This design comes from an exercise in tuning for small area on the open sky130 flow, not from production work.
Only simulation tests tie the RTL to the original design; equivalence was not proved.
Power is estimated from default activity; no workload was simulated.

==> inputs of 12-22 <==
Design sync_fifo, start of the top module:
module sync_fifo
  #
  (
   parameter WIDTH = 32,
   parameter DEPTH = 8,
   parameter DLOG2 = 3,
   parameter AFULL = 3
   )
  (
   input  [WIDTH-1:0]     data,
   input                  wrreq,
   input                  rdreq,
   input                  clock,
   input                  aclr,
   output reg [WIDTH-1:0] q,
   output                 full,
   output                 empty,
   output reg [DLOG2-1:0] usedw,
   output                 almost_full
   );
==> flow/config.mk <==
export PLATFORM = sky130hd
export DESIGN_NAME = sync_fifo
export DESIGN_NICKNAME = sync_fifo
export VERILOG_FILES = /design/flow/design.v
export SDC_FILE = /design/flow/constraint.sdc
export NUM_CORES = 4
export LEC_CHECK = 0
export CAP_MARGIN = 20
export CORE_MARGIN = 2
export CORE_UTILIZATION = 40
export SLEW_MARGIN = 20
==> flow/constraint.sdc <==
create_clock -name core_clock -period 5.0 [get_ports {clock}]
set_input_delay 1.0000 -clock core_clock [delete_from_list [all_inputs] [get_ports {clock}]]
set_output_delay 1.0000 -clock core_clock [all_outputs]
set_load 0.01 [all_outputs]
standard.sh (not shown) runs the stock make flow with config.mk's settings and CLKGATE_MAP_FILE= SYNTH_SCRIPT=/design/flow/synth_recipe.tcl, a recipe that flattens the netlist after the stock synthesis.
==> flow/flow/run.sh <==
#!/bin/bash
# Layout flow: the standard ORFS layout (standard.sh) with these changes:
#  - synthesis maps the combinational logic with an area-only ABC script
#    (flow/abc_area.script, via flow/synth_area.tcl); registers are mapped
#    by the standard synthesis steps, before ABC, so they are unchanged;
#  - ports are buffered with the smallest buffer (buf_1);
#  - the clock tree is built from clkbuf_4 without dummy loads.
# Each make run writes its output to a log of its own here; ORFS keeps its
# per-step logs under orfs/logs.
set -euo pipefail
work=$(pwd)
export FLOW_ABC_SCRIPT=$work/flow/abc_area.script
export FLOW_STD_SYNTH=$work/synth_recipe.tcl
vars=(
  "SYNTH_SCRIPT=$work/flow/synth_area.tcl"
  "BUFFER_PORTS_ARGS=-buffer_cell sky130_fd_sc_hd__buf_1"
  "CTS_ARGS=-sink_clustering_enable -repair_clock_nets -dont_use_dummy_load -buf_list {sky130_fd_sc_hd__clkbuf_4} -sink_clustering_size 10 -sink_clustering_max_diameter 40"
  "CORE_UTILIZATION=60"
  "PLACE_DENSITY=0.75"
)
bash standard.sh "${vars[@]}" synth > "$work/synth.log" 2>&1
bash standard.sh "${vars[@]}" finish > "$work/layout.log" 2>&1
==> flow/flow/abc_area.script <==
&get -n
&st
&dch
&nf -a
&put
==> flow/flow/synth_area.tcl <==
# The standard flow's synthesis (synth_recipe.tcl) with one change: the ABC call that maps
# the combinational logic uses an area-only script (flow/abc_area.script)
# instead of ORFS's delay-driven one. Registers are mapped before ABC runs,
# so they come out as in the standard synthesis.
proc abc {args} {
  set i [lsearch -exact $args -script]
  if { $i >= 0 && ![string match *retime* [lindex $args [expr {$i + 1}]]] } {
    lset args [expr {$i + 1}] $::env(FLOW_ABC_SCRIPT)
  }
  foreach opt {-D -constr} {
    set j [lsearch -exact $args $opt]
    if { $j >= 0 } { set args [lreplace $args $j [expr {$j + 1}]] }
  }
  yosys abc {*}$args
}
source $::env(FLOW_STD_SYNTH)
==> inputs of 03-02, as changes to 12-22 <==
--- a/flow/flow/run.sh
+++ b/flow/flow/run.sh
@@ -17,4 +17,4 @@
   "CTS_ARGS=-sink_clustering_enable -repair_clock_nets -dont_use_dummy_load -buf_list {sky130_fd_sc_hd__clkbuf_4} -sink_clustering_size 10 -sink_clustering_max_diameter 40"
-  "CORE_UTILIZATION=60"
-  "PLACE_DENSITY=0.75"
+  "CORE_UTILIZATION=75"
+  "PLACE_DENSITY=0.88"
 )
==> comparison table <==
quantity                                                                            03-02                       12-22
Number of DRC markers after the initial detailed-route iteration                      773                         719
Number of buffers added by the clock tree synthesis step                               31                          30
Die outline area                                                               12610 um^2                  15650 um^2
Vias                                                                                 4875                        4725
Vias in the first global route                                                       4980                        4905
Seq power                                                                         2.82 mW                     2.81 mW
Routed length on met2                                                             8428 um                     8292 um
Routed metal-1 wire length                                                        6229 um                     6855 um
Fraction of the core area covered by cells at the end of the flow                  84.40%                      66.93%
Sort of element at the end of the critical path                                  register              primary output
Vias per Instance                                                                   7.342                       6.750
R2r endpoint                                                              q[11]$_DFF_PP0_             q[20]$_DFF_PP0_
Chip width                                                                       112.3 um                    125.1 um
Worst Hold Launch                                                     mem[0][7]$_DFFE_PP_        mem[5][15]$_DFFE_PP_
Register-to-Register Setup Slack                                                  2.49 ns                     2.98 ns
Class of the most critical setup path                              input port to register  register to primary output
Internal power component                                                         3.219 mW                    3.198 mW
Overall fraction of global-route tracks in use                                     26.74%                      21.35%
Comb pwr share                                                                      17.4%                       17.0%
Result of the run                                        no timing/DRC/antenna violations  no timing/DRC/antenna violations
Average wire per standard cell                                                   25.35 um                    24.05 um
Setup slack at placement                                                         1.586 ns                    2.091 ns
Non-clock buffering overhead                                                       3.999%                      3.681%
Rows                                                                                   39                          44
Switching portion of total power                                                   27.98%                      28.04%
Required time of the critical path                                                5.54 ns                     4.00 ns


==> inputs of run a <==
==> flow/design.v <==
`timescale 1ns / 10ps
module sync_fifo
  #
  (
   parameter WIDTH = 32,
   parameter DEPTH = 8,
   parameter DLOG2 = 3,
   parameter AFULL = 3
   )
  (
   input  [WIDTH-1:0]     data,
   input                  wrreq,
   input                  rdreq,
   input                  clock,
   input                  aclr,
   output reg [WIDTH-1:0] q,
   output                 full,
   output                 empty,
   output reg [DLOG2-1:0] usedw,
   output                 almost_full
   );
  localparam NWORDS = DEPTH - 1;
  reg [WIDTH-1:0]         mem [NWORDS-1:0];
  integer                 k;
  always @(posedge clock)
    if (wrreq) begin
      mem[0] <= data;
      for (k = 1; k < NWORDS; k = k + 1)
        mem[k] <= mem[k-1];
    end
  wire            cnt_en = wrreq ^ rdreq;
  wire            cnt_dn = rdreq;
  wire [DLOG2-1:0] tgl;
  genvar g;
  assign tgl[0] = cnt_en;
  generate for (g = 1; g < DLOG2; g = g + 1) begin : g_tgl
    assign tgl[g] = tgl[g-1] & (usedw[g-1] ^ cnt_dn);
  end endgenerate
  wire [NWORDS-1:0] sel;
  generate for (g = 0; g < NWORDS; g = g + 1) begin : g_sel
    assign sel[g] = rdreq & (usedw == g + 1);
  end endgenerate
  wire hold = ~rdreq;
  wire [WIDTH-1:0] t0 = ~((mem[0] & {WIDTH{sel[0]}}) | (mem[1] & {WIDTH{sel[1]}}) | (mem[2] & {WIDTH{sel[2]}}));
  wire [WIDTH-1:0] t1 = ~((mem[3] & {WIDTH{sel[3]}}) | (mem[4] & {WIDTH{sel[4]}}) | (mem[5] & {WIDTH{sel[5]}}));
  wire [WIDTH-1:0] t2 = ~((mem[6] & {WIDTH{sel[6]}}) | (q & {WIDTH{hold}}));
  wire [WIDTH-1:0] q_nxt = ~(t0 & t1 & t2);
  always @(posedge clock, posedge aclr)
    if (aclr) begin
      usedw <= 'b0;
      q     <= 'b0;
    end else begin
      usedw <= usedw ^ tgl;
      q     <= q_nxt;
    end
  assign full = &usedw;
  assign empty = ~|usedw;
  assign almost_full = usedw > AFULL;
endmodule  
==> flow/flow/run.sh <==
#!/bin/bash
# Layout flow: the standard ORFS layout (standard.sh) with these changes:
#  - synthesis maps the combinational logic with an area-only ABC script
#    (flow/abc_area.script, via flow/synth_area.tcl); registers are mapped
#    by the standard synthesis steps, before ABC, so they are unchanged;
#  - ports are buffered with the smallest buffer (buf_1);
#  - the clock tree is built from clkbuf_4 without dummy loads.
# Each make run writes its output to a log of its own here; ORFS keeps its
# per-step logs under orfs/logs.
set -euo pipefail
work=$(pwd)
export FLOW_ABC_SCRIPT=$work/flow/abc_area.script
export FLOW_STD_SYNTH=$work/synth_recipe.tcl
vars=(
  "SYNTH_SCRIPT=$work/flow/synth_area.tcl"
  "BUFFER_PORTS_ARGS=-buffer_cell sky130_fd_sc_hd__buf_1"
  "CTS_ARGS=-sink_clustering_enable -repair_clock_nets -dont_use_dummy_load -buf_list {sky130_fd_sc_hd__clkbuf_4} -sink_clustering_size 10 -sink_clustering_max_diameter 40"
  "CORE_UTILIZATION=60"
  "PLACE_DENSITY=0.75"
  "CAP_MARGIN=5"
  "SLEW_MARGIN=5"
)
bash standard.sh "${vars[@]}" synth > "$work/synth.log" 2>&1
bash standard.sh "${vars[@]}" finish > "$work/layout.log" 2>&1
==> flow/flow/abc_area.script <==
&get -n
&st
&dch
&nf -a
&put
==> flow/flow/synth_area.tcl <==
# The standard flow's synthesis (synth_recipe.tcl) with one change: the ABC call that maps
# the combinational logic uses an area-only script (flow/abc_area.script)
# instead of ORFS's delay-driven one. Registers are mapped before ABC runs,
# so they come out as in the standard synthesis.
proc abc {args} {
  set i [lsearch -exact $args -script]
  if { $i >= 0 && ![string match *retime* [lindex $args [expr {$i + 1}]]] } {
    lset args [expr {$i + 1}] $::env(FLOW_ABC_SCRIPT)
  }
  foreach opt {-D -constr} {
    set j [lsearch -exact $args $opt]
    if { $j >= 0 } { set args [lreplace $args $j [expr {$j + 1}]] }
  }
  yosys abc {*}$args
}
source $::env(FLOW_STD_SYNTH)
==> flow/standard.sh <==
#!/bin/bash
# synth_recipe.tcl (not shown) runs the flow's synth.tcl, then flattens the netlist and writes it again
# the make line also repeats each setting of config.mk as NAME=value (left out here)
make -C /OpenROAD-flow-scripts/flow DESIGN_CONFIG=/design/flow/config.mk WORK_HOME=/design/flow/orfs CLKGATE_MAP_FILE= SYNTH_SCRIPT=/design/flow/synth_recipe.tcl "${@:-finish}"
==> flow/config.mk <==
export PLATFORM = sky130hd
export DESIGN_NAME = sync_fifo
export DESIGN_NICKNAME = sync_fifo
export VERILOG_FILES = /design/flow/design.v
export SDC_FILE = /design/flow/constraint.sdc
export NUM_CORES = 4
export LEC_CHECK = 0
export CAP_MARGIN = 20
export CORE_MARGIN = 2
export CORE_UTILIZATION = 40
export SLEW_MARGIN = 20
==> flow/constraint.sdc <==
create_clock -name core_clock -period 5.0 [get_ports {clock}]
set_input_delay 1.0000 -clock core_clock [delete_from_list [all_inputs] [get_ports {clock}]]
set_output_delay 1.0000 -clock core_clock [all_outputs]
set_load 0.01 [all_outputs]
==> inputs of run b, as changes to run a <==
--- a/flow/flow/run.sh
+++ b/flow/flow/run.sh
@@ -15,10 +15,8 @@
   "SYNTH_SCRIPT=$work/flow/synth_area.tcl"
   "BUFFER_PORTS_ARGS=-buffer_cell sky130_fd_sc_hd__buf_1"
   "CTS_ARGS=-sink_clustering_enable -repair_clock_nets -dont_use_dummy_load -buf_list {sky130_fd_sc_hd__clkbuf_4} -sink_clustering_size 10 -sink_clustering_max_diameter 40"
-  "CORE_UTILIZATION=60"
-  "PLACE_DENSITY=0.75"
-  "CAP_MARGIN=5"
-  "SLEW_MARGIN=5"
+  "CORE_UTILIZATION=50"
+  "PLACE_DENSITY=0.65"
 )
 bash standard.sh "${vars[@]}" synth > "$work/synth.log" 2>&1
 bash standard.sh "${vars[@]}" finish > "$work/layout.log" 2>&1
==> inputs of run c, as changes to run a <==
==> flow/design.v (replaced) <==
`timescale 1ns / 10ps
module sync_fifo
  #
  (
   parameter WIDTH = 32,
   parameter DEPTH = 8,
   parameter DLOG2 = 3,
   parameter AFULL = 3
   )
  (
   input  [WIDTH-1:0]     data,
   input                  wrreq,
   input                  rdreq,
   input                  clock,
   input                  aclr,
   output [WIDTH-1:0]     q,
   output                 full,
   output                 empty,
   output reg [DLOG2-1:0] usedw,
   output                 almost_full
   );
  reg [WIDTH-1:0]         mem [DEPTH-1:0];
  reg                     q_vld;
  integer                 k;
  always @(posedge clock)
    if (wrreq) begin
      mem[0] <= data;
      for (k = 1; k < DEPTH; k = k + 1)
        mem[k] <= mem[k-1];
    end
  always @(posedge clock, posedge aclr)
    if (aclr) begin
      usedw <= 'b0;
      q_vld <= 1'b0;
    end else begin
      case ({wrreq, rdreq})
        2'b10: usedw <= usedw + 1'b1;
        2'b01: usedw <= usedw - 1'b1;
        default: ;
      endcase
      if (rdreq) q_vld <= 1'b1;
    end
  reg [WIDTH-1:0] q_r;
  always @* begin
    q_r = {WIDTH{1'b0}};
    for (k = 0; k < DEPTH; k = k + 1)
      q_r = q_r | (mem[k] & {WIDTH{q_vld && (usedw == k)}});
  end
  assign q = q_r;
  assign full = &usedw;
  assign empty = ~|usedw;
  assign almost_full = usedw > AFULL;
endmodule  
==> flow/run.sh (new file) <==
#!/bin/bash
# synth_recipe.tcl (not shown) runs the flow's synth.tcl, then flattens the netlist and writes it again
# the make line also repeats each setting of config.mk as NAME=value (left out here)
make -C /OpenROAD-flow-scripts/flow DESIGN_CONFIG=/design/flow/config.mk WORK_HOME=/design/flow/orfs CLKGATE_MAP_FILE= SYNTH_SCRIPT=/design/flow/synth_recipe.tcl finish
removed: flow/flow/run.sh
removed: flow/flow/abc_area.script
removed: flow/flow/synth_area.tcl
removed: flow/standard.sh
==> summary.txt <==
In run c the area after synthesis is larger than in run a, by about 12%.
Between run a and run c, the lower synthesized cell count is in run a (gap about 20%, measured against run c).
In run b the non-clock buffer count is lower than in run c, by 5.
Clock skew: run b is higher than run a (52 ps).
Against run b, the setup slack of run c is lower by 1800 ps.
Maximum frequency, highest first: run b, run a, run c.
The highest global-route usage belongs to run a, the lowest to run c.
The lowest via count belongs to run b, the highest to run c.
Sequential power is about the same in run b and run a.

separate check: timing with driven ports:
The results above use ideal ports. As a check the final layouts listed here were re-extracted and re-timed, cells and wires unchanged.
Step 1 (the two cells are an assumption about what drives the block):
set clk [get_ports {clock}]
set_driving_cell -lib_cell sky130_fd_sc_hd__clkbuf_16 $clk
set_driving_cell -lib_cell sky130_fd_sc_hd__buf_2 [delete_from_list [all_inputs] $clk]
Step 2 times the ports against the registers' clock, not the clock port: input delays grow and output delays shrink by t, the midpoint of the rising clock arrivals with the driver on.
Three values: ideal, step 1, step 2; two values: the first two.
run | t, ns | setup WS [ns] | worst slew at a driven data input, ns | cell pins on the clock port's net
12-22 | 0.680 | 2.335 / 2.298 / 2.120 | 0.04 | 1
03-02 | 0.625 | 2.257 / 2.268 / 1.642 | 0.04 | 1
run a | 0.680 | 2.335 / 2.298 / 2.120 | 0.04 | 1
run b | 0.627 | 2.407 / 2.373 / 1.920 | 0.04 | 1
run c | 0.571 | 0.618 / 0.575 / 1.145 | 0.05 | 1
After both steps setup and hold are still met in every run listed. The setup slack of 03-02, which loses most, moves by +0.011 ns with the drivers and by -0.615 ns with both steps.
